From an optimization exercise on the open Yosys and OpenROAD flow, aimed at small area; shortcuts taken in it are not production practice. In this exercise RTL edits were held to simulation tests only and were not proved equivalent to the original. Power and IR drop assume default switching activity.

**flow/config.mk**
```make
export PLATFORM = sky130hd
export DESIGN_NAME = Median_Filter
export DESIGN_NICKNAME = Median_Filter
export VERILOG_FILES = /design/flow/design.v
export SDC_FILE = /design/flow/constraint.sdc
export NUM_CORES = 4
export LEC_CHECK = 0
export CAP_MARGIN = 20
export CORE_MARGIN = 2
export CORE_UTILIZATION = 65
export CTS_BUF_LIST = sky130_fd_sc_hd__clkbuf_16
export CTS_CLUSTER_DIAMETER = 60
export CTS_CLUSTER_SIZE = 25
export SLEW_MARGIN = 20
```
**flow/run.sh**
```bash
#!/bin/bash
# synth_recipe.tcl (not shown) runs the flow's synth.tcl, then flattens the netlist and writes it again
# the make line also repeats each setting of config.mk as NAME=value (left out here)
make -C /OpenROAD-flow-scripts/flow DESIGN_CONFIG=/design/flow/config.mk WORK_HOME=/design/flow/orfs CLKGATE_MAP_FILE= SYNTH_SCRIPT=/design/flow/synth_recipe.tcl finish
```
**flow/constraint.sdc**
```tcl
create_clock -name core_clock -period 2.8 [get_ports {clk}]
set_input_delay 0.5600 -clock core_clock [delete_from_list [all_inputs] [get_ports {clk}]]
set_output_delay 0.5600 -clock core_clock [all_outputs]
set_load 0.01 [all_outputs]
```
**flow/design.v**
```verilog
module Order3(
    output wire [2:0] sel_min,    
    output wire [2:0] sel_mid,
    output wire [2:0] sel_max,
    input  wire       xab, xbc, xac
);
    assign sel_min = { ~xac & ~xbc,  ~xab &  xbc,  xab &  xac };
    assign sel_max = {  xac &  xbc,   xab & ~xbc, ~xab & ~xac };
    assign sel_mid = {  xac ^  xbc, ~(xab ^ xbc),  xab ^  xac };
endmodule
module Ascending_Sorter_3inputs_8bits(
    output wire [2:0] sel_min,    
    output wire [2:0] sel_mid,
    output wire [2:0] sel_max,
    input  wire       xab, ma, mb
);
    assign sel_min = { xab ? ma : mb, ~xab & ~mb,  xab & ~ma };
    assign sel_max = { xab ? mb : ma,  xab & ~mb, ~xab & ~ma };
    assign sel_mid = { ~ma & ~mb,      mb,         ma        };
endmodule
module Le_8bits(output wire le, input wire [7:0] a, input wire [7:0] b);
    wire [3:0] l2, g2;
    wire [1:0] l4, g4;
    genvar i;
    generate
        for (i = 0; i < 4; i = i + 1) begin : t2
            assign l2[i] = (~a[2*i+1] & b[2*i+1]) | (~a[2*i+1] & ~a[2*i] & b[2*i]) | (b[2*i+1] & ~a[2*i] & b[2*i]);
            assign g2[i] = (a[2*i+1] & ~b[2*i+1]) | (a[2*i+1] & a[2*i] & ~b[2*i]) | (~b[2*i+1] & a[2*i] & ~b[2*i]);
        end
        for (i = 0; i < 2; i = i + 1) begin : t4
            assign l4[i] = l2[2*i+1] | (~g2[2*i+1] & l2[2*i]);
            assign g4[i] = g2[2*i+1] | (~l2[2*i+1] & g2[2*i]);
        end
    endgenerate
    assign le = ~(g4[1] | (~l4[1] & g4[0]));
endmodule
module Sel3_8bits(output wire [7:0] y, input wire [2:0] s,
                  input wire [7:0] a, input wire [7:0] b, input wire [7:0] c);
    assign y = ({8{s[0]}} & a) | ({8{s[1]}} & b) | ({8{s[2]}} & c);
endmodule
module Median_Finder_9inputs_8bits(
    output wire [7:0] med,
    input  wire [7:0] x, y, z
);
    wire xy, yz, xz;
    wire [2:0] smin, smid, smax;
    Le_8bits Cxy(.le(xy), .a(x), .b(y));
    Le_8bits Cyz(.le(yz), .a(y), .b(z));
    Le_8bits Cxz(.le(xz), .a(x), .b(z));
    Order3 Ord(.sel_min(smin), .sel_mid(smid), .sel_max(smax),
                     .xab(xy), .xbc(yz), .xac(xz));
    Sel3_8bits Mux(.y(med), .s(smid), .a(x), .b(y), .c(z));
endmodule
module Median_Filter #(
    parameter WIDTH  = 32,
    parameter HEIGHT = 24
)(
    output wire [7:0] median_pixel,
    output wire       out_valid,
    input  wire [7:0] pixel_in,
    input  wire       in_valid,
    input  wire       rst,
    input  wire       clk
);
    localparam N = 2 * WIDTH + 1;
    reg  [7:0] sr [0:N-1];
    integer i;
    always @(posedge clk)
        if (in_valid) begin
            sr[0] <= pixel_in;
            for (i = 1; i < N; i = i + 1) sr[i] <= sr[i-1];
        end
    reg  [$clog2(WIDTH)-1:0]  col;
    reg  [$clog2(HEIGHT)-1:0] row;
    reg                       primed;    
    reg                       valid0, valid1, valid2, valid3;
    wire last_col = (col == WIDTH - 1);
    always @(posedge clk) begin
        if (rst) begin
            col    <= 0;
            row    <= 0;
            primed <= 1'b0;
            valid0 <= 1'b0;
            valid1 <= 1'b0;
            valid2 <= 1'b0;
            valid3 <= 1'b0;
        end else begin
            valid0 <= in_valid & primed;
            valid1 <= valid0;
            valid2 <= valid1;
            valid3 <= valid2;
            if (in_valid) begin
                col <= col + 1'b1;
                if (last_col) row <= (row == HEIGHT - 1) ? 0 : row + 1'b1;
                if (row == 1 && col == 0) primed <= 1'b1;
            end
        end
    end
    wire ntop = (row == 1);
    wire nbot = (row == 0);
    wire [7:0] na = sr[2*WIDTH-1], nb = sr[WIDTH-1], nc = pixel_in;
    wire le_ab, le_bc, le_ac;
    Le_8bits Cab(.le(le_ab), .a(na), .b(nb));
    Le_8bits Cbc(.le(le_bc), .a(nb), .b(nc));
    Le_8bits Cac(.le(le_ac), .a(na), .b(nc));
    wire nxab = ntop | le_ab;
    wire nxbc = ~nbot & le_bc;
    wire nxac = ntop | (~nbot & le_ac);
    reg ptop, pbot, moved;
    reg [2:0] qx;
    always @(posedge clk) begin
        if (in_valid) begin
            ptop <= ntop;
            pbot <= nbot;
            qx   <= {~(nxab ^ nxbc), nxab ^ nxac, nxab};
        end
        moved <= in_valid;
    end
    wire [7:0] qa = sr[2*WIDTH], qb = sr[WIDTH], qc = sr[0];
    wire [2:0] qs_min, qs_mid, qs_max;
    Ascending_Sorter_3inputs_8bits OQ(.sel_min(qs_min), .sel_mid(qs_mid), .sel_max(qs_max),
                                      .xab(qx[0]), .ma(qx[1]), .mb(qx[2]));
    wire [7:0] q_min, q_mid, q_max;
    Sel3_8bits SQn(.y(q_min), .s(qs_min & {~pbot, 1'b1, ~ptop}), .a(qa), .b(qb), .c(qc));
    Sel3_8bits SQd(.y(q_mid), .s(qs_mid), .a(qa), .b(qb), .c(qc));
    Sel3_8bits SQx(.y(q_max), .s(qs_max), .a(qa), .b(qb), .c(qc));
    reg [7:0] r_min, r_mid, r_max, m_min, m_mid, m_max, l_min, l_mid, l_max;
    always @(posedge clk) begin
        r_min <= q_min;  r_mid <= q_mid;  r_max <= q_max;
        if (moved) begin
            m_min <= r_min;  m_mid <= r_mid;  m_max <= r_max;
            l_min <= m_min;  l_mid <= m_mid;  l_max <= m_max;
        end
    end
    reg lmask, rmask;
    always @(posedge clk) begin
        lmask <= (col == 2);            
        rmask <= (col == 1);            
    end
    wire n_mr, n_lr, d_mr, d_lr, x_mr, x_lr;
    Le_8bits Cn1(.le(n_mr), .a(m_min), .b(r_min));
    Le_8bits Cn2(.le(n_lr), .a(l_min), .b(r_min));
    Le_8bits Cd1(.le(d_mr), .a(m_mid), .b(r_mid));
    Le_8bits Cd2(.le(d_lr), .a(l_mid), .b(r_mid));
    Le_8bits Cx1(.le(x_mr), .a(m_max), .b(r_max));
    Le_8bits Cx2(.le(x_lr), .a(l_max), .b(r_max));
    reg n_lm, d_lm, x_lm;
    always @(posedge clk)
        if (moved) begin
            n_lm <= n_mr;
            d_lm <= d_mr;
            x_lm <= x_mr;
        end
    wire [2:0] nmin, nmid, nmax, dmin, dmid, dmax, xmin, xmid, xmax;
    Order3 ON(.sel_min(nmin), .sel_mid(nmid), .sel_max(nmax),
        .xab(lmask | n_lm), .xbc(~rmask & n_mr), .xac(lmask | (~rmask & n_lr)));
    Order3 OD(.sel_min(dmin), .sel_mid(dmid), .sel_max(dmax),
        .xab(lmask | d_lm), .xbc(~rmask & d_mr), .xac(lmask | (~rmask & d_lr)));
    Order3 OX(.sel_min(xmin), .sel_mid(xmid), .sel_max(xmax),
        .xab(lmask | x_lm), .xbc(~rmask & x_mr), .xac(lmask | (~rmask & x_lr)));
    wire [7:0] max_of_min, mid_of_mid, min_of_max;
    Sel3_8bits SN(.y(max_of_min), .s(nmax), .a(l_min), .b(m_min), .c(r_min));
    Sel3_8bits SD(.y(mid_of_mid), .s(dmid), .a(l_mid), .b(m_mid), .c(r_mid));
    Sel3_8bits SX(.y(min_of_max), .s(xmin & {~rmask, 1'b1, ~lmask}),
                  .a(l_max), .b(m_max), .c(r_max));
    reg [7:0] s_x, s_y, s_z;
    always @(posedge clk) begin
        s_x <= max_of_min;
        s_y <= mid_of_mid;
        s_z <= min_of_max;
    end
    wire [7:0] med;
    Median_Finder_9inputs_8bits Kernel(.med(med), .x(s_x), .y(s_y), .z(s_z));
    reg [7:0] med_q;
    always @(posedge clk) med_q <= med;
    assign median_pixel = med_q;
    assign out_valid    = valid3;
endmodule
```
==> notes.md, run 1 <==
status -> timing/DRC/antenna clean
Synth top cells by count -> edfxtp_1, dfxtp_1, inv_1
worst endpoint required time -> 3.24 ns
Gate power share -> 10.7%
WL per Instance -> 19.1 um
Setup-failing EPs final -> 0
Peak VDD IR -> 0.000719 V
Synth-to-Final Area Change -> 10.4%
Ant. Diodes -> 0
# port buffers -> 19
initial detailed-routing violation count -> 903
synth top area cells -> edfxtp_1, dfxtp_1, inv_1, maj3_1, nand2_1
fillcell total -> 2018
GRT Resource Usage Total -> 19.1%
worst min path class -> primary input to register
global-route met2 utilization -> 28.5%
most used cell, CP -> maj3_2
setup repair bufs after CTS -> 0
Root Buffer -> clkbuf_16
Buf/Inv on CP -> 0
max-cap viol count -> 0
post-route ant nets -> 0
Total Power -> 19.8 mW
Pint -> 15.0 mW
Setup TNS Final -> 0 ns
Via Count -> 10200
RePlAce Congestion -> 0.828
die width -> 189 um
critical path arrival -> 3.08 ns
area of the core -> 0.0336 sq mm
Placed Cells -> 1692
Cells after Synth -> 1204
Max Fclk -> 0.378 GHz
routed wire length -> 33500 um
fin crit share -> 94.6%
initial antenna violation count -> 0
synth unique cells -> 64
register area share after synthesis -> 84.6%
dpl cell area -> 0.0233 sq mm
Core Util, Final -> 72.9%
layout net count -> 1303
most frequent cell after synthesis -> edfxtp_1
first-pass GRT wire length -> 52600 um
area share of the largest cell type after synthesis -> 77.9%
die area -> 0.0356 sq mm
Crit path max-delay family -> adder cells
largest area contributor in the synthesized netlist -> edfxtp_1
Slew @ Worst Pin -> 0.908 ns
I/O pin count -> 20
clock sink count -> 650
initial core utilization -> 66.0%
pin count of the biggest net entering global routing -> 82
post-route setup slack -> 0.152 ns
kind of critical path -> register to register
Slew HR -> 39.0%
met1 usage -> 29.7%
Min Hold Slack -> 0.397 ns
Post-CTS Resized -> 0
Slew Limit Fails -> 0
vias in the first global route -> 9681
RSZ-0062 raised after global routing -> no
GRT met3 Usage -> 3.54%
Leakage -> 8.61 nW
gr ovfl total -> 0
PD cells -> 809 mW/mm^2
maximum fanout along the worst path -> 9
GRT busiest layer -> met1
Hold Buf Count CTS -> 0
Slowest-stage cell, CP -> maj3_2
latest clock arrival within the worst-skew pair -> 0.56 ns
layout cell share with drive strength beyond 1 -> 8.72%
Non-Filler Instances -> 1756
drt drc -> 0
Setup crit end kind -> register
Clock Power Share -> 29.4%
setup slack at placement -> -0.314 ns
syn_nets -> 1223
max incr delay on CP -> 0.39 ns
number of synthesized flops with an enable pin -> 576
mean post-synth cell area -> 18.4 sq um
asr flop ratio synth -> 0%
row count -> 67
CTS tree -> built
final hold violations -> 0
Max Buffers Root-to-Sink -> 3
die height -> 189 um
Synth Warn # -> 2
Layout Skew -> 0.0172 ns
switching share of power -> 24.2%
ys flop type -> edfxtp_1
total CTS buffers -> 38
HPWL after detailed placement -> 19700 um
Startpoint Class -> register
Vias per Instance -> 5.78
final instance area -> 0.0245 sq mm
switching power total -> 4.80 mW
Yosys reg bits -> 650
final worst path period need -> 2.65 ns
# H-tree levels -> 2
Pre-antenna DRT Iters -> 5
crit-path cells -> nor2b_1 > nor2_2 > o21ai_1 > maj3_2 > maj3_2 > a221o_1 > maj3_2 > and4_1 > a211o_1
CTS clk-pin slew, worst paths -> 0.09 ns
Mapped Area -> 0.0222 sq mm
register share of total power -> 59.9%
[logic make-up after synthesis]
| group | count (synthesis) | share of synthesized area [%] |
|---|---|---|
| AND/OR/NAND/NOR | 226 | 5.01 |
| flip-flops | 650 | 84.6 |
| XOR/XNOR | 14 | 0.671 |
| AO/OA/AOI/OAI | 175 | 5.73 |
| multiplexers | 11 | 0.496 |
| adder cells (fa/ha/maj) | 40 | 1.93 |
| buffers and inverters | 88 | 1.57 |
[placed cells by master (no fill, tap or decap), types with 8 or more instances in the layout]
cell	instances
edfxtp_1	576
inv_1	78
dfxtp_1	73
nand2_1	59
nor2_1	53
clkbuf_16	40
a21oi_1	33
o21ai_0	29
buf_4	28
nor2b_1	26
a22oi_1	25
maj3_1	25
nand3_1	21
nor3_1	19
clkdlybuf4s50_1	18
nand2b_1	15
a211oi_1	11
a221o_1	11
mux2i_1	11
a222oi_1	9
buf_12	9
ha_1	8
[final timing paths]
check	start	endpoint	slack [ns]	cells past startpoint
max	l_max[0]$_DFFE_PP_	s_z[6]$_DFF_P_	0.15	9
min	in_valid	sr[43][0]$_DFFE_PP_	0.40	1
max reg2reg	l_max[0]$_DFFE_PP_	s_z[6]$_DFF_P_	0.15	9
min reg2reg	sr[14][5]$_DFFE_PP_	sr[15][5]$_DFFE_PP_	0.42	0
[metal layers]
metal,wire [um],part of all wire [%],up-vias
met2,14900,44,264
met4,553,1.7,0
li1,-,-,4787
met3,1590,4.7,49
met5,0,0,-
met1,16500,49,5056
[flip-flops by register name, indices dropped and copies added (netlist names), 3 cells and up]
name / count
sr: 520
s_y: 8
med_q: 8
m_max: 8
r_max: 8
m_min: 8
col: 5
l_mid: 8
r_mid: 8
row: 5
m_mid: 8
s_x: 8
s_z: 8
l_max: 8
qx: 3
l_min: 8
r_min: 8
[power by group through the flow]
stage / Combinational, mW / Sequential [mW] / Clock, mW
4_1_cts: 2.09 / 11.9 / 6.04
3_3_place_gp: 2.04 / 12.1 / 0
6_report: 2.11 / 11.9 / 5.84
2_1_floorplan: 1.31 / 11.9 / 0
5_1_grt: 2.32 / 12.0 / 6.35
3_5_place_dp: 2.08 / 12.1 / 0
[layout make-up]
type                            count  area, sq um  area share (%)
Clock buffer                       40         1000            4.09
Timing Repair Buffer               56          586            2.39
Clock inverter                     24          233           0.950
Tap cell                          448          561            2.29
Sequential cell                   650        18800            76.6
Inverter                           72          270            1.10
Multi-Input combinational cell    466         3070            12.5
==> run 2, diff against run 1 <==
--- a/flow/config.mk
+++ b/flow/config.mk
@@ -9,6 +9,6 @@
 export CORE_MARGIN = 2
 export CORE_UTILIZATION = 65
 export CTS_BUF_LIST = sky130_fd_sc_hd__clkbuf_16
-export CTS_CLUSTER_DIAMETER = 60
-export CTS_CLUSTER_SIZE = 25
+export CTS_CLUSTER_DIAMETER = 75
+export CTS_CLUSTER_SIZE = 34
 export SLEW_MARGIN = 20
==> notes.md, run 2 <==
status -> timing/DRC/antenna clean
max reg flops -> 520
maximum fanout along the worst path -> 5
Reg2Reg Depth -> 9
largest area contributor in the synthesized netlist -> edfxtp_1
# H-tree levels -> 1
Synth-to-Final Area Change -> 10.3%
CTS clk-pin slew, worst paths -> 0.11 ns
most frequent cells in the layout -> edfxtp_1, dfxtp_1, inv_1
Setup crit end kind -> register
die width -> 189 um
initial antenna violation count -> 0
Non-Filler Instances -> 1750
Synth top cells by count -> edfxtp_1, dfxtp_1, inv_1
reg2reg start -> l_max[0]$_DFFE_PP_
asr flop ratio synth -> 0%
CP Capture Point -> s_z[6]$_DFF_P_
Via Count -> 10100
PD cells -> 805 mW/mm^2
Placed Cells -> 1692
Slew Limit Fails -> 0
final worst path period need -> 2.67 ns
worst min path class -> primary input to register
# port buffers -> 19
pin count of the biggest net entering global routing -> 82
Leakage -> 8.56 nW
Max Buffers Root-to-Sink -> 3
max-cap viol count -> 0
Yosys reg bits -> 650
CTS tree -> built
worst r2r dst -> s_z[6]$_DFF_P_
I/O pin count -> 20
die area -> 0.0356 sq mm
Setup-failing EPs final -> 0
RePlAce Congestion -> 0.828
final hold violations -> 0
Crit path depth -> 9
critical path arrival -> 3.15 ns
Root Buffer -> clkbuf_16
Vias per Instance -> 5.77
area share of the largest cell type after synthesis -> 77.9%
max incr delay on CP -> 0.39 ns
Slew @ Worst Pin -> 0.929 ns
GRT Resource Usage Total -> 18.8%
Layout Skew -> 0.0189 ns
Startpoint Class -> register
Buf/Inv on CP -> 0
synth unique cells -> 64
crit-path cells -> nor2b_2 > nor2_2 > o21ai_1 > maj3_2 > maj3_2 > a221o_1 > maj3_2 > and4_1 > a211o_1
HPWL after detailed placement -> 19700 um
Synth Warn # -> 2
kind of critical path -> register to register
most frequent cell after synthesis -> edfxtp_1
row count -> 67
register area share after synthesis -> 84.6%
worst endpoint required time -> 3.29 ns
Critical Path Start -> l_max[0]$_DFFE_PP_
fin crit share -> 95.3%
Slew HR -> 37.6%
ys flop type -> edfxtp_1
Peak VDD IR -> 0.000738 V
die height -> 189 um
initial core utilization -> 66.0%
Core Util, Final -> 72.8%
most used cell, CP -> maj3_2
most common cell after layout, fill and taps aside -> edfxtp_1
Ant. Diodes -> 0
reg2reg setup slack -> 0.13 ns
total CTS buffers -> 31
area of the core -> 0.0336 sq mm
Pre-antenna DRT Iters -> 5
layout cell share with drive strength beyond 1 -> 8.76%
post-route ant nets -> 0
initial detailed-routing violation count -> 900
Cells after Synth -> 1204
clock sink count -> 650
Top reg by flops -> sr
Crit path max-delay family -> adder cells
layout net count -> 1299
gr ovfl total -> 0
first-pass GRT wire length -> 52100 um
vias in the first global route -> 9563
Mapped Area -> 0.0222 sq mm
number of synthesized flops with an enable pin -> 576
latest clock arrival within the worst-skew pair -> 0.59 ns
RSZ-0062 raised after global routing -> no
mean post-synth cell area -> 18.4 sq um
Slowest-stage cell, CP -> edfxtp_1
synth top area cells -> edfxtp_1, dfxtp_1, inv_1, maj3_1, nand2_1
Max Fclk -> 0.375 GHz
syn_nets -> 1223
routed wire length -> 33200 um
drt drc -> 0
WL per Instance -> 19.0 um
run 2: changes by cell type in the layout (fill, tap and decap cells not counted), sizes merged:
cell	delta
clkbuf	-9
clkinv	-4
buf	+2
bufinv	+2
inv	+2
maj3	+1
run 2: how the worst min path moves through the flow:
stage | start | to | slack, ns | depth (start not counted)
floorplan | sr[9][0]$_DFFE_PP_ | sr[10][0]$_DFFE_PP_ | 0.40 | 0
global placement | sr[50][3]$_DFFE_PP_ | sr[51][3]$_DFFE_PP_ | 0.40 | 0
detailed placement | sr[10][4]$_DFFE_PP_ | sr[11][4]$_DFFE_PP_ | 0.40 | 0
CTS | in_valid | sr[43][0]$_DFFE_PP_ | 0.34 | 1
global route | in_valid | sr[43][0]$_DFFE_PP_ | 0.34 | 1
finish | in_valid | sr[43][0]$_DFFE_PP_ | 0.35 | 1
run 2: kinds of logic after synthesis:
family | count (synthesis) | share of synthesized area [%]
mux | 11 | 0.496
xor+xnor | 14 | 0.671
simple gates | 226 | 5.01
compound gates | 175 | 5.73
fa+ha+maj | 40 | 1.93
flops | 650 | 84.6
buf+inv | 88 | 1.57
run 2: layout make-up:
| cell class | count | area, sq um |
|---|---|---|
| fillers | 2007 | 9130 |
| well taps | 448 | 561 |
| inverters | 72 | 270 |
| multi-input cells | 467 | 3090 |
| clock inverters | 24 | 413 |
| clock buffers | 31 | 776 |
| flip-flops and latches | 650 | 18800 |
| repair buffers | 58 | 601 |
run 2: where the power goes:
| part | switching, mW | total (mW) | internal, mW |
|---|---|---|---|
| sequential | 0.494 | 11.9 | 11.4 |
| clock | 3.24 | 5.72 | 2.48 |
| combinational | 1.20 | 2.13 | 0.929 |
| total | 4.93 | 19.7 | 14.8 |
run 2: routing by layer:
metal  wire [um]  vias up  track usage, %
met4         637        0            4.36
met3        1360       50            2.64
met1       16400     5066            29.8
li1            -     4776               -
met5           0        -               0
met2       14800      207            28.3
run 2: timing repair:
item | 4_1_cts | 5_1_grt
hold endpoints to repair | 0 | 0
resized for setup | 0 | 3
hold buffers | 0 | 0
setup endpoints to repair | 0 | 5
setup buffers | 0 | 2
run 2: through the flow:
| stage | TNS [ns] | power, mW | worst slack [ns] | instance area [sq um] | hold WS (ns) |
|---|---|---|---|---|---|
| 2_1_floorplan | 0 | 13.2 | 0.319 | 22200 | 0.400 |
| 3_3_place_gp | -0.219 | 14.1 | -0.219 | 23300 | 0.402 |
| 3_5_place_dp | -0.314 | 14.2 | -0.314 | 23300 | 0.405 |
| 4_1_cts | 0 | 19.9 | 0.126 | 24500 | 0.337 |
| 5_1_grt | 0 | 20.5 | 0.00304 | 24500 | 0.336 |
| 6_report | 0 | 19.7 | 0.133 | 24500 | 0.354 |
==> run 3, diff against run 2 <==
==> flow/flow/run.sh (new file) <==
#!/bin/bash
# The standard layout (standard.sh), with clock tree synthesis told not to
# add dummy loads. The make output goes to standard.log; each tool's own log
# is under orfs/logs/.
set -euo pipefail
export CTS_ARGS="-sink_clustering_enable -repair_clock_nets -sink_clustering_size 25 -sink_clustering_max_diameter 60 -buf_list sky130_fd_sc_hd__clkbuf_16 -dont_use_dummy_load"
bash standard.sh > standard.log 2>&1
==> flow/standard.sh (new file) <==
#!/bin/bash
# synth_recipe.tcl (not shown) runs the flow's synth.tcl, then flattens the netlist and writes it again
# the make line also repeats each setting of config.mk as NAME=value (left out here)
make -C /OpenROAD-flow-scripts/flow DESIGN_CONFIG=/design/flow/config.mk WORK_HOME=/design/flow/orfs CLKGATE_MAP_FILE= SYNTH_SCRIPT=/design/flow/synth_recipe.tcl "${@:-finish}"
--- a/flow/config.mk
+++ b/flow/config.mk
@@ -9,6 +9,6 @@
 export CORE_MARGIN = 2
 export CORE_UTILIZATION = 65
 export CTS_BUF_LIST = sky130_fd_sc_hd__clkbuf_16
-export CTS_CLUSTER_DIAMETER = 75
-export CTS_CLUSTER_SIZE = 34
+export CTS_CLUSTER_DIAMETER = 60
+export CTS_CLUSTER_SIZE = 25
 export SLEW_MARGIN = 20
removed: flow/run.sh
==> notes.md, run 3 <==
status -> timing/DRC/antenna clean
multi-input logic area -> 0.00307 sq mm
initial core utilization -> 66.0%
max reg flops -> 520
fillcell total -> 2041
crit-path cells -> nor2b_1 > nor2_2 > o21ai_1 > maj3_2 > maj3_2 > a221o_1 > maj3_2 > and4_1 > a211o_1
Synth top cells by count -> edfxtp_1, dfxtp_1, inv_1
Placed Cells -> 1692
register area share after synthesis -> 84.6%
initial detailed-routing violation count -> 939
drt drc -> 0
Via Count -> 10100
CTS clk-pin slew, worst paths -> 0.08 ns
routed wire length -> 33300 um
max incr delay on CP -> 0.39 ns
final worst path period need -> 2.65 ns
area of the core -> 0.0336 sq mm
die area -> 0.0356 sq mm
first-pass GRT wire length -> 52100 um
Leakage -> 8.45 nW
Synth-to-Final Area Change -> 9.14%
PD cells -> 788 mW/mm^2
kind of critical path -> register to register
Setup-failing EPs final -> 0
Slew @ Worst Pin -> 0.922 ns
Vias per Instance -> 5.81
max-cap viol count -> 0
die width -> 189 um
Reg2Reg Depth -> 9
HPWL after detailed placement -> 19700 um
gr ovfl total -> 0
I/O pin count -> 20
pin count of the biggest net entering global routing -> 82
maximum fanout along the worst path -> 9
worst endpoint required time -> 3.20 ns
most frequent cells in the layout -> edfxtp_1, dfxtp_1, inv_1
Pre-antenna DRT Iters -> 5
row count -> 67
Hold Path Depth -> 1
asr flop ratio synth -> 0%
layout net count -> 1304
setup slack at placement -> -0.314 ns
Slew Limit Fails -> 0
fin crit share -> 94.8%
WL per Instance -> 19.2 um
Root Buffer -> clkbuf_16
worst min path class -> primary input to register
Max Fclk -> 0.377 GHz
Slowest-stage cell, CP -> maj3_2
post-route setup slack -> 0.146 ns
vias in the first global route -> 9601
Yosys reg bits -> 650
Setup TNS Final -> 0 ns
Setup crit end kind -> register
# H-tree levels -> 2
synth unique cells -> 64
ys flop type -> edfxtp_1
Top reg by flops -> sr
Max Buffers Root-to-Sink -> 3
clock sink count -> 650
RePlAce Congestion -> 0.828
Cells after Synth -> 1204
Ant. Diodes -> 0
FF/Latch Area -> 0.0188 sq mm
final hold violations -> 0
latest clock arrival within the worst-skew pair -> 0.55 ns
syn_nets -> 1223
initial antenna violation count -> 0
Peak VDD IR -> 0.000719 V
# port buffers -> 19
CTS tree -> built
Core Util, Final -> 72.1%
most used cell, CP -> maj3_2
total CTS buffers -> 38
mean post-synth cell area -> 18.4 sq um
layout cell share with drive strength beyond 1 -> 7.40%
most common cell after layout, fill and taps aside -> edfxtp_1
Slew HR -> 38.1%
Synth Warn # -> 2
RSZ-0062 raised after global routing -> no
Layout Skew -> 0.0495 ns
GRT Resource Usage Total -> 18.9%
largest area contributor in the synthesized netlist -> edfxtp_1
die height -> 189 um
Mapped Area -> 0.0222 sq mm
most frequent cell after synthesis -> edfxtp_1
Startpoint Class -> register
area share of the largest cell type after synthesis -> 77.9%
number of synthesized flops with an enable pin -> 576
Non-Filler Instances -> 1731
critical path arrival -> 3.06 ns
synth top area cells -> edfxtp_1, dfxtp_1, inv_1, maj3_1, nand2_1
post-route ant nets -> 0
## run 3: logic make-up after synthesis
logic type / Yosys count / share of synthesized area (%)
buffers and inverters: 88 / 1.57
muxes: 11 / 0.496
AOI/OAI and AO/OA: 175 / 5.73
adders and majority gates: 40 / 1.93
DFF: 650 / 84.6
and+or+nand+nor: 226 / 5.01
xor gates and xnor gates: 14 / 0.671
## run 3: final timing paths
check	startpoint	endpoint	slack, ns
min reg2reg	sr[58][2]$_DFFE_PP_	sr[59][2]$_DFFE_PP_	0.40
min	in_valid	sr[43][0]$_DFFE_PP_	0.40
max	l_max[0]$_DFFE_PP_	s_z[6]$_DFF_P_	0.15
max reg2reg	l_max[0]$_DFFE_PP_	s_z[6]$_DFF_P_	0.15
## run 3: stage by stage
stage          hold slack, ns  total power, mW  area, sq um
4_1_cts                 0.386             19.3        24200
6_report                0.402             19.1        24200
3_3_place_gp            0.402             14.1        23300
2_1_floorplan           0.400             13.2        22200
3_5_place_dp            0.405             14.2        23300
5_1_grt                 0.392             19.9        24200
## run 3: what timing repair did
| action | CTS | global route |
|---|---|---|
| gates resized for setup | 0 | 1 |
| hold buffers | 0 | 0 |
| endpoints found under the setup margin | 0 | 3 |
| buffers inserted | 0 | 1 |
## run 3: worst max-delay path: cells and delay by family (launching register included)
family / cells / cell delay (ns)
fa+ha+maj: 3 / 1.00
flops: 1 / 0.37
simple gates: 3 / 0.49
compound gates: 3 / 0.67
## run 3: power by group
group	internal, mW	switching (mW)	leakage, nW
registers	11.4	0.492	6.26
clock network	2.42	2.70	0.468
logic	0.920	1.18	1.73
total	14.7	4.38	8.45
## run 3: area by class of cell
cell class              instances  share of cell area, %
clock buffers                  38                   3.93
inverters                      72                   1.12
multi-input cells             466                   12.7
flip-flops and latches        650                   77.5
well taps                     448                   2.31
repair buffers                 57                   2.45
## run 3: per-layer routing
layer  part of all wire (%)  up-vias  global-route usage, %  wire, um
met3                    5.0       49                   3.43      1660
met4                    1.9        0                   5.44       644
met1                     49     5007                   29.5     16400
met5                      0        -                      0         0
met2                     44      242                   28.1     14600
li1                       -     4761                      -         -
==> run 4, diff against run 3 <==
--- a/flow/design.v
+++ b/flow/design.v
@@ -137,19 +137,19 @@
         lmask <= (col == 2);            
         rmask <= (col == 1);            
     end
-    wire n_mr, n_lr, d_mr, d_lr, x_mr, x_lr;
-    Le_8bits Cn1(.le(n_mr), .a(m_min), .b(r_min));
-    Le_8bits Cn2(.le(n_lr), .a(l_min), .b(r_min));
-    Le_8bits Cd1(.le(d_mr), .a(m_mid), .b(r_mid));
-    Le_8bits Cd2(.le(d_lr), .a(l_mid), .b(r_mid));
-    Le_8bits Cx1(.le(x_mr), .a(m_max), .b(r_max));
-    Le_8bits Cx2(.le(x_lr), .a(l_max), .b(r_max));
-    reg n_lm, d_lm, x_lm;
+    wire n_mr_d, n_lr_d, d_mr_d, d_lr_d, x_mr_d, x_lr_d;
+    Le_8bits Cn1(.le(n_mr_d), .a(r_min), .b(q_min));
+    Le_8bits Cn2(.le(n_lr_d), .a(m_min), .b(q_min));
+    Le_8bits Cd1(.le(d_mr_d), .a(r_mid), .b(q_mid));
+    Le_8bits Cd2(.le(d_lr_d), .a(m_mid), .b(q_mid));
+    Le_8bits Cx1(.le(x_mr_d), .a(r_max), .b(q_max));
+    Le_8bits Cx2(.le(x_lr_d), .a(m_max), .b(q_max));
+    reg n_lm, d_lm, x_lm, n_mr, d_mr, x_mr, n_lr, d_lr, x_lr;
     always @(posedge clk)
         if (moved) begin
-            n_lm <= n_mr;
-            d_lm <= d_mr;
-            x_lm <= x_mr;
+            n_lm <= n_mr;    d_lm <= d_mr;    x_lm <= x_mr;
+            n_mr <= n_mr_d;  d_mr <= d_mr_d;  x_mr <= x_mr_d;
+            n_lr <= n_lr_d;  d_lr <= d_lr_d;  x_lr <= x_lr_d;
         end
     wire [2:0] nmin, nmid, nmax, dmin, dmid, dmax, xmin, xmid, xmax;
     Order3 ON(.sel_min(nmin), .sel_mid(nmid), .sel_max(nmax),
==> notes.md, run 4 <==
I/O pin count -> 20
Pre-antenna DRT Iters -> 7
Yosys reg bits -> 656
Pint -> 14.5 mW
first-pass GRT wire length -> 50200 um
Setup-failing EPs final -> 0
number of synthesized flops with an enable pin -> 582
Via Count -> 9603
# port buffers -> 19
initial antenna violation count -> 0
largest area contributor in the synthesized netlist -> edfxtp_1
area of the core -> 0.0334 sq mm
Hold Path Depth -> 0
GRT Resource Usage Total -> 18.4%
Min Hold Slack -> 0.399 ns
Synth Warn # -> 2
register area share after synthesis -> 86.1%
Max Buffers Root-to-Sink -> 3
Peak VDD IR -> 0.000582 V
layout net count -> 1257
Layout Skew -> 0.0404 ns
HPWL after detailed placement -> 19100 um
Slowest-stage cell, CP -> edfxtp_1
most used cell, CP -> maj3_1
crit-path cells -> mux2_2 > o21ai_1 > nor2_1 > maj3_1 > a211o_1 > and3_1 > maj3_1
fin crit share -> 96.6%
hold endpoint -> sr[9][1]$_DFFE_PP_
Mapped Area -> 0.0220 sq mm
critical path arrival -> 2.98 ns
max reg flops -> 520
Root Buffer -> clkbuf_16
reg2reg start -> qx[1]$_DFFE_PP_
syn_nets -> 1163
Slew HR -> 37.6%
Reg2Reg Depth -> 7
synth top area cells -> edfxtp_1, dfxtp_1, inv_1, maj3_1, a222oi_1
Slew Limit Fails -> 0
# H-tree levels -> 2
max-cap viol count -> 0
pin count of the biggest net entering global routing -> 59
row count -> 67
Clock Power Share -> 27.2%
synth unique cells -> 54
Gate power share -> 8.7%
vias in the first global route -> 9270
Core Util, Final -> 72.2%
RePlAce Congestion -> 0.840
Hold Buf Count CTS -> 0
die width -> 188 um
asr flop ratio synth -> 0%
max incr delay on CP -> 0.54 ns
switching share of power -> 21.6%
Setup TNS Final -> 0 ns
ys flop type -> edfxtp_1
dpl cell area -> 0.0232 sq mm
die height -> 188 um
most frequent cell after synthesis -> edfxtp_1
final instance area -> 0.0241 sq mm
Setup crit end kind -> register
Ant. Diodes -> 0
drt drc -> 0
kind of critical path -> register to register
clock sink count -> 656
Cells after Synth -> 1144
switching power total -> 3.98 mW
layout cell share with drive strength beyond 1 -> 8.33%
final worst path period need -> 2.71 ns
gr ovfl total -> 0
initial detailed-routing violation count -> 954
final hold violations -> 0
latest clock arrival within the worst-skew pair -> 0.54 ns
worst r2r dst -> x_lr$_DFFE_PP_
die area -> 0.0353 sq mm
Vias per Instance -> 5.70
Synth top cells by count -> edfxtp_1, inv_1, dfxtp_1
Startpoint Class -> register
most common cell after layout, fill and taps aside -> edfxtp_1
area share of the largest cell type after synthesis -> 79.4%
Leakage -> 8.51 nW
mean post-synth cell area -> 19.2 sq um
post-route ant nets -> 0
worst min path class -> register to register
worst endpoint required time -> 3.07 ns
CTS tree -> built
Slew @ Worst Pin -> 0.929 ns
routed wire length -> 31800 um
maximum fanout along the worst path -> 7
most frequent cells in the layout -> edfxtp_1, inv_1, dfxtp_1
Top reg by flops -> sr
PD cells -> 765 mW/mm^2
reg2reg setup slack -> 0.09 ns
Max Fclk -> 0.370 GHz
initial core utilization -> 65.8%
status -> timing/DRC/antenna clean
WL per Instance -> 18.9 um
Synth-to-Final Area Change -> 9.69%
min-delay src -> sr[8][1]$_DFFE_PP_
CTS clk-pin slew, worst paths -> 0.08 ns
total CTS buffers -> 37
register share of total power -> 64.1%
==> run 4: cell type report <==
type	count	area, sq um
flip-flops and latches	656	19000
fillers	2010	9310
multi-input cells	387	2680
clock buffers	37	926
repair buffers	66	673
well taps	448	561
inverters	90	338
==> run 4: cell families (layout without fill, tap and decap cells) <==
logic type / Yosys count / after routing / share of synthesized area, %
AND/OR/NAND/NOR: 144 / 144 / 3.13
XOR/XNOR: 12 / 12 / 0.478
AO/OA/AOI/OAI: 170 / 170 / 5.53
flip-flops: 656 / 656 / 86.1
multiplexers: 21 / 21 / 1.01
buffers and inverters: 101 / 193 / 1.77
adder cells (fa/ha/maj): 40 / 40 / 1.92
==> run 4: worst max-delay path by stage <==
stage | start | end | slack (ns) | cells after the start
after floorplan | qx[2]$_DFFE_PP_ | n_mr$_DFFE_PP_ | 0.008 | 8
after detailed placement | pixel_in[0] | qx[2]$_DFFE_PP_ | -0.21 | 9
after CTS | qx[1]$_DFFE_PP_ | n_mr$_DFFE_PP_ | 0.09 | 8
after global routing | qx[1]$_DFFE_PP_ | x_lr$_DFFE_PP_ | -0.0002 | 7
final | qx[1]$_DFFE_PP_ | x_lr$_DFFE_PP_ | 0.09 | 7
after global placement | pixel_in[0] | qx[2]$_DFFE_PP_ | -0.18 | 9
==> run 4: what timing repair did <==
item | CTS | global route
resized for setup | 0 | 6
buffers inserted | 0 | 2
setup endpoints to repair | 0 | 2
==> run 4: through the flow <==
stage	power [mW]	worst slack, ns	instances
floorplan	12.9	0.00766	1144
global placement	13.6	-0.175	1645
detailed placement	13.6	-0.213	1645
CTS	18.6	0.0908	1682
global route	19.2	-0.000229	1684
finish	18.5	0.0947	1684
==> run 4: worst max-delay path: cells and delay by family, from the launching register on <==
family / cells / cell delay, ns
and+or+nand+nor: 2 / 0.26
muxes: 1 / 0.38
AOI/OAI and AO/OA: 2 / 0.56
adders and majority gates: 2 / 0.73
DFF: 1 / 0.54
==> run 4: routing by layer <==
layer | vias to the layer above | GRT usage, % | part of all wire (%)
li1 | 4577 | - | -
met1 | 4766 | 28.4 | 49
met2 | 199 | 27.2 | 45
met3 | 61 | 2.92 | 3.6
met4 | 0 | 6.48 | 2.8
met5 | - | 0 | 0
==> run 4: power by group through the flow <==
stage,combinational [mW],sequential (mW),clock [mW]
floorplan,0.928,11.9,0
global placement,1.53,12.0,0
detailed placement,1.58,12.0,0
CTS,1.58,11.8,5.21
global route,1.77,11.9,5.53
finish,1.61,11.8,5.03
==> run 5, diff against run 4 <==
--- a/flow/config.mk
+++ b/flow/config.mk
@@ -7,8 +7,6 @@
 export LEC_CHECK = 0
 export CAP_MARGIN = 20
 export CORE_MARGIN = 2
-export CORE_UTILIZATION = 65
-export CTS_BUF_LIST = sky130_fd_sc_hd__clkbuf_16
-export CTS_CLUSTER_DIAMETER = 60
-export CTS_CLUSTER_SIZE = 25
+export CORE_UTILIZATION = 70
+export GPL_TIMING_DRIVEN = 0
 export SLEW_MARGIN = 20
==> notes.md, run 5 <==
status -> stopped before the end
# port buffers -> 19
I/O pin count -> 20
Mapped Area -> 0.0220 sq mm
Synth top cells by count -> edfxtp_1, inv_1, dfxtp_1
row count -> 64
die width -> 181 um
largest area contributor in the synthesized netlist -> edfxtp_1
Cells after Synth -> 1144
asr flop ratio synth -> 0%
die height -> 181 um
error msg -> [ERROR DPL-0033] detailed placement checks failed during check placement.
RePlAce Congestion -> 0.801
synth top area cells -> edfxtp_1, dfxtp_1, inv_1, maj3_1, a222oi_1
synth unique cells -> 54
register area share after synthesis -> 86.1%
initial core utilization -> 71.6%
number of synthesized flops with an enable pin -> 582
ys flop type -> edfxtp_1
Yosys reg bits -> 656
area share of the largest cell type after synthesis -> 79.4%
most frequent cell after synthesis -> edfxtp_1
HPWL after detailed placement -> 19200 um
Synth Warn # -> 2
mean post-synth cell area -> 19.2 sq um
syn_nets -> 1163
last stage reached -> detailed placement
-- run 5: cell counts after synthesis --
Identical to the previous run, type by type.
-- run 5: power by group through the flow --
stage / Sequential (mW) / Clock, mW / Combinational, mW
floorplan: 11.9 / 0 / 0.928
global placement: 12.3 / 0 / 1.45
-- run 5: worst max-delay path by stage --
| stage | cells past startpoint | endpoint | startpoint | slack (ns) |
|---|---|---|---|---|
| global placement | 6 | row[4]$_SDFFE_PP0P_ | in_valid | -15.56 |
| floorplan | 8 | n_mr$_DFFE_PP_ | qx[2]$_DFFE_PP_ | 0.008 |
-- run 5: cell families after synthesis --
logic type / Yosys count / synth area share, %
DFF: 656 / 86.1
xor gates and xnor gates: 12 / 0.478
muxes: 21 / 1.01
and+or+nand+nor: 144 / 3.13
buffers and inverters: 101 / 1.77
AOI/OAI and AO/OA: 170 / 5.53
adders and majority gates: 40 / 1.92
-- run 5: per-stage QoR --
step,worst slack (ns),cells
after global placement,-15.56,1559
after floorplan,0.00766,1144
==> run 6, diff against run 5 <==
==> flow/run.sh (new file) <==
#!/bin/bash
# synth_recipe.tcl (not shown) runs the flow's synth.tcl, then flattens the netlist and writes it again
# the make line also repeats each setting of config.mk as NAME=value (left out here)
make -C /OpenROAD-flow-scripts/flow DESIGN_CONFIG=/design/flow/config.mk WORK_HOME=/design/flow/orfs CLKGATE_MAP_FILE= SYNTH_SCRIPT=/design/flow/synth_recipe.tcl finish
--- a/flow/config.mk
+++ b/flow/config.mk
@@ -7,6 +7,8 @@
 export LEC_CHECK = 0
 export CAP_MARGIN = 20
 export CORE_MARGIN = 2
-export CORE_UTILIZATION = 70
-export GPL_TIMING_DRIVEN = 0
+export CORE_UTILIZATION = 65
+export CTS_BUF_LIST = sky130_fd_sc_hd__clkbuf_16
+export CTS_CLUSTER_DIAMETER = 60
+export CTS_CLUSTER_SIZE = 25
 export SLEW_MARGIN = 20
removed: flow/flow/run.sh
removed: flow/standard.sh
==> notes.md, run 6 <==
post-route ant nets -> 0
synth unique cells -> 54
maximum fanout along the worst path -> 7
most common cell after layout, fill and taps aside -> edfxtp_1
Root Buffer -> clkbuf_16
FF/Latch Area -> 0.0190 sq mm
syn_nets -> 1163
GRT Resource Usage Total -> 18.5%
first-pass GRT wire length -> 50600 um
hold endpoint -> sr[40][2]$_DFFE_PP_
Ant. Diodes -> 0
area share of fa/ha/maj cells after synthesis -> 1.92%
final worst path period need -> 2.76 ns
mean post-synth cell area -> 19.2 sq um
Hold Buf Count CTS -> 0
asr flop ratio synth -> 0%
Top reg by flops -> sr
vias in the first global route -> 9292
synth top area cells -> edfxtp_1, dfxtp_1, inv_1, maj3_1, a222oi_1
layout cell share with drive strength beyond 1 -> 9.41%
fraction of synthesized cell area in xor and xnor cells -> 0.478%
die width -> 188 um
Synth Warn # -> 2
HPWL after detailed placement -> 19100 um
Mapped Area -> 0.0220 sq mm
CTS clk-pin slew, worst paths -> 0.09 ns
max incr delay on CP -> 0.55 ns
latest clock arrival within the worst-skew pair -> 0.54 ns
Yosys reg bits -> 656
Cells after Synth -> 1144
routed wire length -> 32100 um
total CTS buffers -> 37
Startpoint Class -> register
Core Util, Final -> 72.8%
row count -> 67
drt drc -> 0
initial antenna violation count -> 0
Via Count -> 9657
critical path arrival -> 3.03 ns
multi-input logic area -> 0.00269 sq mm
share of synthesized area spent on multiplexers -> 1.01%
Max Fclk -> 0.363 GHz
min-delay src -> sr[39][2]$_DFFE_PP_
CTS tree -> built
worst r2r dst -> x_lr$_DFFE_PP_
WL per Instance -> 18.8 um
pin count of the biggest net entering global routing -> 59
Max Buffers Root-to-Sink -> 3
most frequent cell after synthesis -> edfxtp_1
status -> timing/DRC/antenna clean
Layout Skew -> 0.0250 ns
initial detailed-routing violation count -> 894
Setup-failing EPs final -> 0
Pre-antenna DRT Iters -> 6
clock sink count -> 656
reg2reg setup slack -> 0.04 ns
largest area contributor in the synthesized netlist -> edfxtp_1
Compound-Gate Fraction of Synth Area -> 5.53%
reg2reg start -> qx[1]$_DFFE_PP_
Buf/Inv on CP -> 0
Min Hold Slack -> 0.416 ns
I/O pin count -> 20
# port buffers -> 19
kind of critical path -> register to register
Critical Path Start -> qx[1]$_DFFE_PP_
Synth top cells by count -> edfxtp_1, inv_1, dfxtp_1
gr ovfl total -> 0
most frequent cells in the layout -> edfxtp_1, inv_1, dfxtp_1
Crit path max-delay family -> adder cells
Slew Limit Fails -> 0
Setup crit end kind -> register
crit-path cells -> mux2_2 > o21ai_1 > nor2_1 > maj3_1 > a211o_1 > and3_1 > maj3_1
most used cell, CP -> maj3_1
Leakage -> 8.61 nW
RePlAce Congestion -> 0.840
max reg flops -> 520
area share of the largest cell type after synthesis -> 79.4%
die area -> 0.0353 sq mm
fin crit share -> 98.5%
Non-Filler Instances -> 1702
worst min path class -> register to register
largest family of logic cells by synthesized area -> compound AO/OA/AOI/OAI gates
Slew HR -> 35.9%
simple-gate area share of the yosys netlist -> 3.13%
worst endpoint required time -> 3.07 ns
Slew @ Worst Pin -> 0.954 ns
# H-tree levels -> 2
layout net count -> 1257
Crit path depth -> 7
Vias per Instance -> 5.67
fillcell total -> 1997
Slowest-stage cell, CP -> edfxtp_1
final hold violations -> 0
ys flop type -> edfxtp_1
Synth-to-Final Area Change -> 10.6%
Peak VDD IR -> 0.000553 V
initial core utilization -> 65.8%
area of the core -> 0.0334 sq mm
Placed Cells -> 1645
Reg2Reg Depth -> 7
RSZ-0062 raised after global routing -> yes
max-cap viol count -> 0
PD cells -> 781 mW/mm^2
register area share after synthesis -> 86.1%
die height -> 188 um
number of synthesized flops with an enable pin -> 582
Hold Path Depth -> 0
-- run 6: cell counts after synthesis --
Identical to the previous run, type by type.
-- run 6: worst register-to-register path: cells and delay by family (launching register included) --
kind	cells	cell delay, ns
DFF	1	0.55
and+or+nand+nor	2	0.26
muxes	1	0.38
AOI/OAI and AO/OA	2	0.56
adders and majority gates	2	0.74
-- run 6: metrics by stage --
step	TNS, ns	area [sq um]	worst slack [ns]	power (mW)
after floorplan	0	22000	0.00766	12.9
after global routing	-0.00682	24300	-0.00682	19.8
after global placement	-0.266	23200	-0.175	13.6
after detailed placement	-0.309	23200	-0.213	13.6
after CTS	0	24300	0.0817	19.2
final	0	24300	0.0424	19.0
-- run 6: power by group --
part / internal, mW / total (mW) / switching [mW]
Sequential: 11.4 / 11.8 / 0.389
Clock: 2.66 / 5.57 / 2.91
Combinational: 0.683 / 1.61 / 0.928
Total: 14.8 / 19.0 / 4.22
-- run 6: worst max-delay path by stage --
stage | to | slack [ns]
floorplan | n_mr$_DFFE_PP_ | 0.008
global placement | qx[2]$_DFFE_PP_ | -0.18
detailed placement | qx[2]$_DFFE_PP_ | -0.21
CTS | n_mr$_DFFE_PP_ | 0.08
global route | n_mr$_DFFE_PP_ | -0.007
finish | x_lr$_DFFE_PP_ | 0.04
-- run 6: routing by layer --
layer	track usage, %	part of all wire (%)	up-vias	routed length [um]
li1	-	-	4602	-
met1	28.8	50	4805	16000
met2	27.3	44	187	14200
met3	2.83	3.2	63	1020
met4	6.57	2.9	0	922
met5	0	0	-	0
-- run 6: cell type report --
cell class	count	share of cell area, %
clock buffers	37	3.80
multi-input cells	387	11.0
repair buffers	66	2.77
well taps	448	2.30
flip-flops and latches	656	77.9
clock inverters	18	0.787
inverters	90	1.39
-- run 6: what timing repair did --
item,CTS,global route
hold endpoints to repair,0,0
gates resized for setup,0,8
setup buffers,0,2
endpoints found under the setup margin,0,4
-- run 6: cell families after synthesis --
family          after synthesis
fa+ha+maj                    40
buf+inv                     101
simple gates                144
compound gates              170
xor+xnor                     12
flops                       656
mux                          21
==> run 7, diff against run 6 <==
--- a/flow/config.mk
+++ b/flow/config.mk
@@ -7,7 +7,7 @@
 export LEC_CHECK = 0
 export CAP_MARGIN = 20
 export CORE_MARGIN = 2
-export CORE_UTILIZATION = 65
+export CORE_UTILIZATION = 80
 export CTS_BUF_LIST = sky130_fd_sc_hd__clkbuf_16
 export CTS_CLUSTER_DIAMETER = 60
 export CTS_CLUSTER_SIZE = 25
==> notes.md, run 7 <==
Post-CTS Resized -> 23
mean post-synth cell area -> 19.2 sq um
ys flop type -> edfxtp_1
Max Buffers Root-to-Sink -> 3
largest area contributor in the synthesized netlist -> edfxtp_1
die height -> 170 um
setup slack at placement -> -0.457 ns
register area share after synthesis -> 86.1%
Synth Warn # -> 2
Root Buffer -> clkbuf_16
clock sink count -> 656
syn_nets -> 1163
HPWL after detailed placement -> 23400 um
RePlAce Congestion -> 0.853
I/O pin count -> 20
asr flop ratio synth -> 0%
area share of the largest cell type after synthesis -> 79.4%
error msg -> [ERROR DPL-0033] detailed placement checks failed during check placement.
Placed Cells -> 1522
synth unique cells -> 54
total CTS buffers -> 35
row count -> 60
Hold Buf Count CTS -> 0
Cells after Synth -> 1144
last stage reached -> clock tree synthesis
number of synthesized flops with an enable pin -> 582
setup repair bufs after CTS -> 8
Yosys reg bits -> 656
most frequent cell after synthesis -> edfxtp_1
Mapped Area -> 0.0220 sq mm
initial core utilization -> 81.7%
status -> stopped before the end
# H-tree levels -> 2
# port buffers -> 19
synth top area cells -> edfxtp_1, dfxtp_1, inv_1, maj3_1, a222oi_1
die width -> 170 um
Synth top cells by count -> edfxtp_1, inv_1, dfxtp_1
-- run 7: cell counts after synthesis --
No cell type changed its count.
-- run 7: per-stage QoR --
| step | utilization (%) | cell area, sq um | TNS (ns) | hold slack, ns | total power [mW] |
|---|---|---|---|---|---|
| 3_5_place_dp | 84.9 | 22900 | -0.879 | 0.405 | 13.7 |
| 2_1_floorplan | - | 22000 | 0 | 0.400 | 12.9 |
| 3_3_place_gp | 84.9 | 22900 | -0.266 | 0.401 | 13.5 |
-- run 7: logic make-up after synthesis --
kind of cell,count (synthesis),synth area share (%)
buffers and inverters,101,1.77
AO/OA/AOI/OAI,170,5.53
flip-flops,656,86.1
XOR/XNOR,12,0.478
multiplexers,21,1.01
adder cells (fa/ha/maj),40,1.92
AND/OR/NAND/NOR,144,3.13
-- run 7: worst min-delay path by stage --
stage,startpoint,to,slack (ns),depth (start not counted)
detailed placement,sr[10][0]$_DFFE_PP_,sr[11][0]$_DFFE_PP_,0.40,0
global placement,sr[29][6]$_DFFE_PP_,sr[30][6]$_DFFE_PP_,0.40,0
floorplan,sr[9][0]$_DFFE_PP_,sr[10][0]$_DFFE_PP_,0.40,0
-- run 7: power by group through the flow --
stage / clock (mW) / combinational (mW) / sequential, mW
floorplan: 0 / 0.928 / 11.9
global placement: 0 / 1.48 / 12.0
detailed placement: 0 / 1.57 / 12.1
==> run 8, diff against run 7 <==
==> flow/flow/run.sh (new file) <==
#!/bin/bash
# The standard layout (standard.sh), with clock tree synthesis told to
# cluster the flip-flops under clkbuf_8 leaf buffers and not to add dummy
# loads. The make output goes to standard.log; each tool's own log is under
# orfs/logs/.
set -euo pipefail
export CTS_ARGS="-sink_clustering_enable -repair_clock_nets -sink_clustering_size 22 -sink_clustering_max_diameter 60 -sink_clustering_buffer sky130_fd_sc_hd__clkbuf_8 -buf_list sky130_fd_sc_hd__clkbuf_16 -dont_use_dummy_load"
bash standard.sh > standard.log 2>&1
==> flow/standard.sh (new file) <==
#!/bin/bash
# synth_recipe.tcl (not shown) runs the flow's synth.tcl, then flattens the netlist and writes it again
# the make line also repeats each setting of config.mk as NAME=value (left out here)
make -C /OpenROAD-flow-scripts/flow DESIGN_CONFIG=/design/flow/config.mk WORK_HOME=/design/flow/orfs CLKGATE_MAP_FILE= SYNTH_SCRIPT=/design/flow/synth_recipe.tcl "${@:-finish}"
--- a/flow/config.mk
+++ b/flow/config.mk
@@ -7,7 +7,7 @@
 export LEC_CHECK = 0
 export CAP_MARGIN = 20
 export CORE_MARGIN = 2
-export CORE_UTILIZATION = 80
+export CORE_UTILIZATION = 65
 export CTS_BUF_LIST = sky130_fd_sc_hd__clkbuf_16
 export CTS_CLUSTER_DIAMETER = 60
 export CTS_CLUSTER_SIZE = 25
removed: flow/run.sh
==> notes.md, run 8 <==
Min Hold Slack -> 0.391 ns
initial core utilization -> 65.8%
number of synthesized flops with an enable pin -> 582
pin count of the biggest net entering global routing -> 59
Slew Limit Fails -> 0
Root Buffer -> clkbuf_16
die height -> 188 um
critical path arrival -> 2.95 ns
reg2reg start -> qx[1]$_DFFE_PP_
min-delay src -> sr[2][1]$_DFFE_PP_
Max Buffers Root-to-Sink -> 3
worst min path class -> register to register
register area share after synthesis -> 86.1%
multi-input logic area -> 0.00269 sq mm
row count -> 67
fin crit share -> 96.0%
Via Count -> 9593
Setup-failing EPs final -> 0
ys flop type -> edfxtp_1
die area -> 0.0353 sq mm
final instance area -> 0.0238 sq mm
largest family of logic cells by synthesized area -> compound AO/OA/AOI/OAI gates
register share of total power -> 67.9%
layout net count -> 1261
Synth-to-Final Area Change -> 8.29%
Leakage -> 8.37 nW
most frequent cells in the layout -> edfxtp_1, inv_1, dfxtp_1
Top reg by flops -> sr
GRT busiest layer -> met1
Layout Skew -> 0.0549 ns
mean post-synth cell area -> 19.2 sq um
Yosys reg bits -> 656
Slew HR -> 38.0%
Cells after Synth -> 1144
initial detailed-routing violation count -> 868
Critical Path Start -> qx[1]$_DFFE_PP_
gr ovfl total -> 0
Non-Filler Instances -> 1688
Total Power -> 17.4 mW
GRT Resource Usage Total -> 18.1%
largest area contributor in the synthesized netlist -> edfxtp_1
most common cell after layout, fill and taps aside -> edfxtp_1
Ant. Diodes -> 0
Synth top cells by count -> edfxtp_1, inv_1, dfxtp_1
switching power total -> 3.85 mW
Peak VDD IR -> 0.000461 V
global-route met2 utilization -> 27.0%
area share of fa/ha/maj cells after synthesis -> 1.92%
PD cells -> 732 mW/mm^2
GRT met3 Usage -> 2.71%
clock sink count -> 656
switching share of power -> 22.1%
area share of the largest cell type after synthesis -> 79.4%
Setup crit end kind -> register
vias in the first global route -> 9193
FF/Latch Area -> 0.0190 sq mm
met1 usage -> 28.3%
maximum fanout along the worst path -> 7
first-pass GRT wire length -> 49700 um
simple-gate area share of the yosys netlist -> 3.13%
RePlAce Congestion -> 0.840
Vias per Instance -> 5.68
setup slack at placement -> -0.213 ns
synth top area cells -> edfxtp_1, dfxtp_1, inv_1, maj3_1, a222oi_1
asr flop ratio synth -> 0%
RSZ-0062 raised after global routing -> yes
synth unique cells -> 54
syn_nets -> 1163
Clock Power Share -> 22.9%
CTS clk-pin slew, worst paths -> 0.11 ns
status -> timing/DRC/antenna clean
final hold violations -> 0
CTS tree -> built
final worst path period need -> 2.69 ns
worst endpoint required time -> 3.06 ns
Compound-Gate Fraction of Synth Area -> 5.53%
WL per Instance -> 18.7 um
Startpoint Class -> register
post-route setup slack -> 0.111 ns
Slew @ Worst Pin -> 0.922 ns
I/O pin count -> 20
die width -> 188 um
Gate power share -> 9.2%
total CTS buffers -> 40
Hold Buf Count CTS -> 0
most frequent cell after synthesis -> edfxtp_1
Max Fclk -> 0.372 GHz
fillcell total -> 2049
drt drc -> 0
share of synthesized area spent on multiplexers -> 1.01%
fraction of synthesized cell area in xor and xnor cells -> 0.478%
max reg flops -> 520
Mapped Area -> 0.0220 sq mm
Pint -> 13.6 mW
layout cell share with drive strength beyond 1 -> 8.71%
max-cap viol count -> 0
Synth Warn # -> 2
dpl cell area -> 0.0232 sq mm
latest clock arrival within the worst-skew pair -> 0.52 ns
Placed Cells -> 1645
Pre-antenna DRT Iters -> 8
# port buffers -> 19
kind of critical path -> register to register
post-route ant nets -> 0
area of the core -> 0.0334 sq mm
HPWL after detailed placement -> 19100 um
initial antenna violation count -> 0
# H-tree levels -> 2
routed wire length -> 31500 um
## run 8: cell families (layout without fill, tap and decap cells)
family	count (synthesis)	after routing
flip-flops	656	656
AND/OR/NAND/NOR	144	144
adder cells (fa/ha/maj)	40	40
buffers and inverters	101	197
AO/OA/AOI/OAI	170	170
XOR/XNOR	12	12
multiplexers	21	21
## run 8: critical path, stage by stage, from the launching register on
cell and delay, ns:
edfxtp_1 0.55, mux2_2 0.38, o21ai_1 0.27, nor2_1 0.08, maj3_1 0.36, a211o_1 0.27
and3_1 0.17, maj3_1 0.36
## run 8: stage by stage
stage               setup TNS [ns]  util [%]
finish                           0      71.2
CTS                              0      71.1
detailed placement          -0.309      69.3
global placement            -0.266      69.3
floorplan                        0         -
global route               -0.0136      71.2
## run 8: final cells by class
type,count,share of cell area [%]
flip-flops and latches,656,79.6
multi-input cells,387,11.3
inverters,90,1.42
well taps,448,2.35
clock buffers,40,2.55
repair buffers,67,2.86
## run 8: metal layers
metal	vias up	part of all wire, %
li1	4570	-
met1	4779	50
met2	189	44
met3	55	3.6
met4	0	2.4
met5	-	0
## run 8: final timing paths
check | cells past startpoint | slack (ns) | endpoint
setup / recovery | 7 | 0.11 | x_lr$_DFFE_PP_
hold / removal | 0 | 0.39 | sr[3][1]$_DFFE_PP_
hold reg to reg | 0 | 0.39 | sr[3][1]$_DFFE_PP_
setup reg to reg | 7 | 0.11 | x_lr$_DFFE_PP_
## run 8: power groups by stage
stage	combinational (mW)	sequential, mW	clock (mW)
2_1_floorplan	0.928	11.9	0
3_3_place_gp	1.53	12.0	0
3_5_place_dp	1.58	12.0	0
4_1_cts	1.58	11.8	4.19
5_1_grt	1.77	11.9	4.48
6_report	1.61	11.8	4.00
## run 8: what timing repair did
item | CTS | global route
setup endpoints to repair | 0 | 3
setup buffers | 0 | 3
gates resized for setup | 0 | 7
==> run 9, diff against run 8 <==
==> flow/flow/run.sh (replaced) <==
#!/bin/bash
# The standard layout (standard.sh), with clock tree synthesis told to
# cluster the flip-flops under clkbuf_8 leaf buffers and not to add dummy
# loads. The make output goes to standard.log; each tool's own log is under
# orfs/logs/.
set -euo pipefail
export CTS_ARGS="-sink_clustering_enable -repair_clock_nets -sink_clustering_size 18 -sink_clustering_max_diameter 50 -sink_clustering_buffer sky130_fd_sc_hd__clkbuf_8 -buf_list sky130_fd_sc_hd__clkbuf_16 -dont_use_dummy_load"
bash standard.sh > standard.log 2>&1
==> notes.md, run 9 <==
status -> timing/DRC/antenna clean
Root Buffer -> clkbuf_16
initial core utilization -> 65.8%
area share of the largest cell type after synthesis -> 79.4%
Ant. Diodes -> 0
setup slack at placement -> -0.213 ns
PD cells -> 743 mW/mm^2
die area -> 0.0353 sq mm
Setup-failing EPs final -> 0
post-route ant nets -> 0
Synth top cells by count -> edfxtp_1, inv_1, dfxtp_1
initial antenna violation count -> 0
Layout Skew -> 0.0444 ns
HPWL after detailed placement -> 19100 um
simple-gate area share of the yosys netlist -> 3.13%
syn_nets -> 1163
max reg flops -> 520
# H-tree levels -> 2
max-cap viol count -> 0
Peak VDD IR -> 0.000531 V
worst endpoint required time -> 3.07 ns
share of synthesized area spent on multiplexers -> 1.01%
synth top area cells -> edfxtp_1, dfxtp_1, inv_1, maj3_1, a222oi_1
CTS clk-pin slew, worst paths -> 0.10 ns
post-route setup slack -> 0.103 ns
Core Util, Final -> 71.5%
max incr delay on CP -> 0.54 ns
RSZ-0062 raised after global routing -> no
row count -> 67
synth unique cells -> 54
kind of critical path -> register to register
Max Fclk -> 0.371 GHz
WL per Instance -> 18.8 um
vias in the first global route -> 9260
GRT Resource Usage Total -> 18.4%
asr flop ratio synth -> 0%
Pre-antenna DRT Iters -> 7
# port buffers -> 19
crit-path cells -> mux2_2 > o21ai_1 > nor2_1 > maj3_1 > a211o_1 > and3_1 > maj3_1
final hold violations -> 0
first-pass GRT wire length -> 50300 um
Setup TNS Final -> 0 ns
most frequent cell after synthesis -> edfxtp_1
layout cell share with drive strength beyond 1 -> 9.14%
Yosys reg bits -> 656
Max Buffers Root-to-Sink -> 3
Min Hold Slack -> 0.397 ns
Synth-to-Final Area Change -> 8.74%
final worst path period need -> 2.70 ns
Slew @ Worst Pin -> 0.912 ns
Mapped Area -> 0.0220 sq mm
drt drc -> 0
fin crit share -> 96.3%
critical path arrival -> 2.97 ns
Top reg by flops -> sr
area share of fa/ha/maj cells after synthesis -> 1.92%
Slew Limit Fails -> 0
CTS tree -> built
routed wire length -> 31900 um
latest clock arrival within the worst-skew pair -> 0.52 ns
Startpoint Class -> register
largest family of logic cells by synthesized area -> compound AO/OA/AOI/OAI gates
final instance area -> 0.0239 sq mm
Synth Warn # -> 2
register area share after synthesis -> 86.1%
Cells after Synth -> 1144
most frequent cells in the layout -> edfxtp_1, inv_1, dfxtp_1
die width -> 188 um
pin count of the biggest net entering global routing -> 59
Leakage -> 8.42 nW
Setup crit end kind -> register
Via Count -> 9613
clock sink count -> 656
Compound-Gate Fraction of Synth Area -> 5.53%
Slew HR -> 38.7%
largest area contributor in the synthesized netlist -> edfxtp_1
mean post-synth cell area -> 19.2 sq um
maximum fanout along the worst path -> 7
ys flop type -> edfxtp_1
die height -> 188 um
dpl cell area -> 0.0232 sq mm
most common cell after layout, fill and taps aside -> edfxtp_1
RePlAce Congestion -> 0.840
Slowest-stage cell, CP -> edfxtp_1
number of synthesized flops with an enable pin -> 582
worst min path class -> register to register
I/O pin count -> 20
Vias per Instance -> 5.67
layout net count -> 1268
gr ovfl total -> 0
fraction of synthesized cell area in xor and xnor cells -> 0.478%
initial detailed-routing violation count -> 843
most used cell, CP -> maj3_1
total CTS buffers -> 48
area of the core -> 0.0334 sq mm
-- run 9: worst max-delay path, delay by kind of cell, from the launching register on --
family          cells  cell delay, ns
mux                 1            0.38
compound gates      2            0.54
flops               1            0.54
fa+ha+maj           2            0.73
simple gates        2            0.25
-- run 9: timing repair --
action | in CTS | in global routing
gates resized for setup | 0 | 6
setup buffers | 0 | 2
endpoints found under the setup margin | 0 | 2
hold buffers | 0 | 0
-- run 9: worst paths after layout --
check	cells past startpoint	slack [ns]	to	startpoint
min	0	0.40	sr[14][6]$_DFFE_PP_	sr[13][6]$_DFFE_PP_
max	7	0.10	x_lr$_DFFE_PP_	qx[1]$_DFFE_PP_
max reg2reg	7	0.10	x_lr$_DFFE_PP_	qx[1]$_DFFE_PP_
min reg2reg	0	0.40	sr[14][6]$_DFFE_PP_	sr[13][6]$_DFFE_PP_
-- run 9: cell families after synthesis --
| logic type | after synthesis |
|---|---|
| xor gates and xnor gates | 12 |
| DFF | 656 |
| buffers and inverters | 101 |
| adders and majority gates | 40 |
| AOI/OAI and AO/OA | 170 |
| and+or+nand+nor | 144 |
| muxes | 21 |
-- run 9: cell type report --
| cell class | instances | area, sq um |
|---|---|---|
| flip-flops and latches | 656 | 19000 |
| fillers | 2034 | 9520 |
| multi-input cells | 387 | 2680 |
| clock buffers | 48 | 717 |
| repair buffers | 66 | 673 |
| well taps | 448 | 561 |
| inverters | 90 | 338 |
-- run 9: power breakdown --
group | switching [mW] | total (mW) | leakage, nW | internal (mW)
Combinational | 0.923 | 1.60 | 1.74 | 0.682
Clock | 2.63 | 4.33 | 0.371 | 1.71
Sequential | 0.386 | 11.8 | 6.31 | 11.4
Total | 3.93 | 17.8 | 8.42 | 13.8
-- run 9: through the flow --
stage	std cells	total power, mW
3_3_place_gp	1645	13.6
5_1_grt	1695	18.5
2_1_floorplan	1144	12.9
3_5_place_dp	1645	13.6
4_1_cts	1693	18.0
6_report	1695	17.8
-- run 9: per-layer routing --
layer,up-vias,global-route usage [%],part of all wire (%)
met5,-,0,0
met4,0,6.21,2.4
met3,51,3.07,4.0
met2,219,27.2,44
met1,4756,28.5,49
li1,4587,-,-

static timing again, ports no longer ideal:
No port has a modelled driver above. Below, the same layouts with a new extraction and two added sets of constraints. Step 1: set_driving_cell puts a clkbuf_16 on clk and a buf_2 on each other input, an assumption about the parent block. Step 2 times the ports against the registers' clock, not the clock port: input delays grow and output delays shrink by t, the midpoint of the rising clock arrivals with the driver on. Slacks: ideal / step 1 / step 2; pairs: ideal / step 1.
run | shift t [ns] | setup WS [ns] | slew at the worst register clock pin (ns) | worst slew at a driven data input, ns
run 1 | 0.601 | 0.152 / 0.152 / -0.312 | 0.09 / 0.09 | 0.07
run 2 | 0.641 | 0.133 / 0.133 / -0.298 | 0.11 / 0.11 | 0.06
run 3 | 0.583 | 0.146 / 0.146 / -0.310 | 0.09 / 0.09 | 0.07
run 4 | 0.572 | 0.095 / 0.095 / -0.227 | 0.09 / 0.09 | 0.07
run 6 | 0.580 | 0.042 / 0.042 / -0.270 | 0.09 / 0.09 | 0.07
run 8 | 0.551 | 0.111 / 0.111 / -0.208 | 0.12 / 0.12 | 0.07
run 9 | 0.565 | 0.103 / 0.103 / -0.243 | 0.10 / 0.10 | 0.07
With both steps, setup timing fails in every run listed, where it was met with ideal ports. For run 1, which loses most, drivers alone change the setup slack by 0.000 ns; drivers and shift together by -0.464 ns.
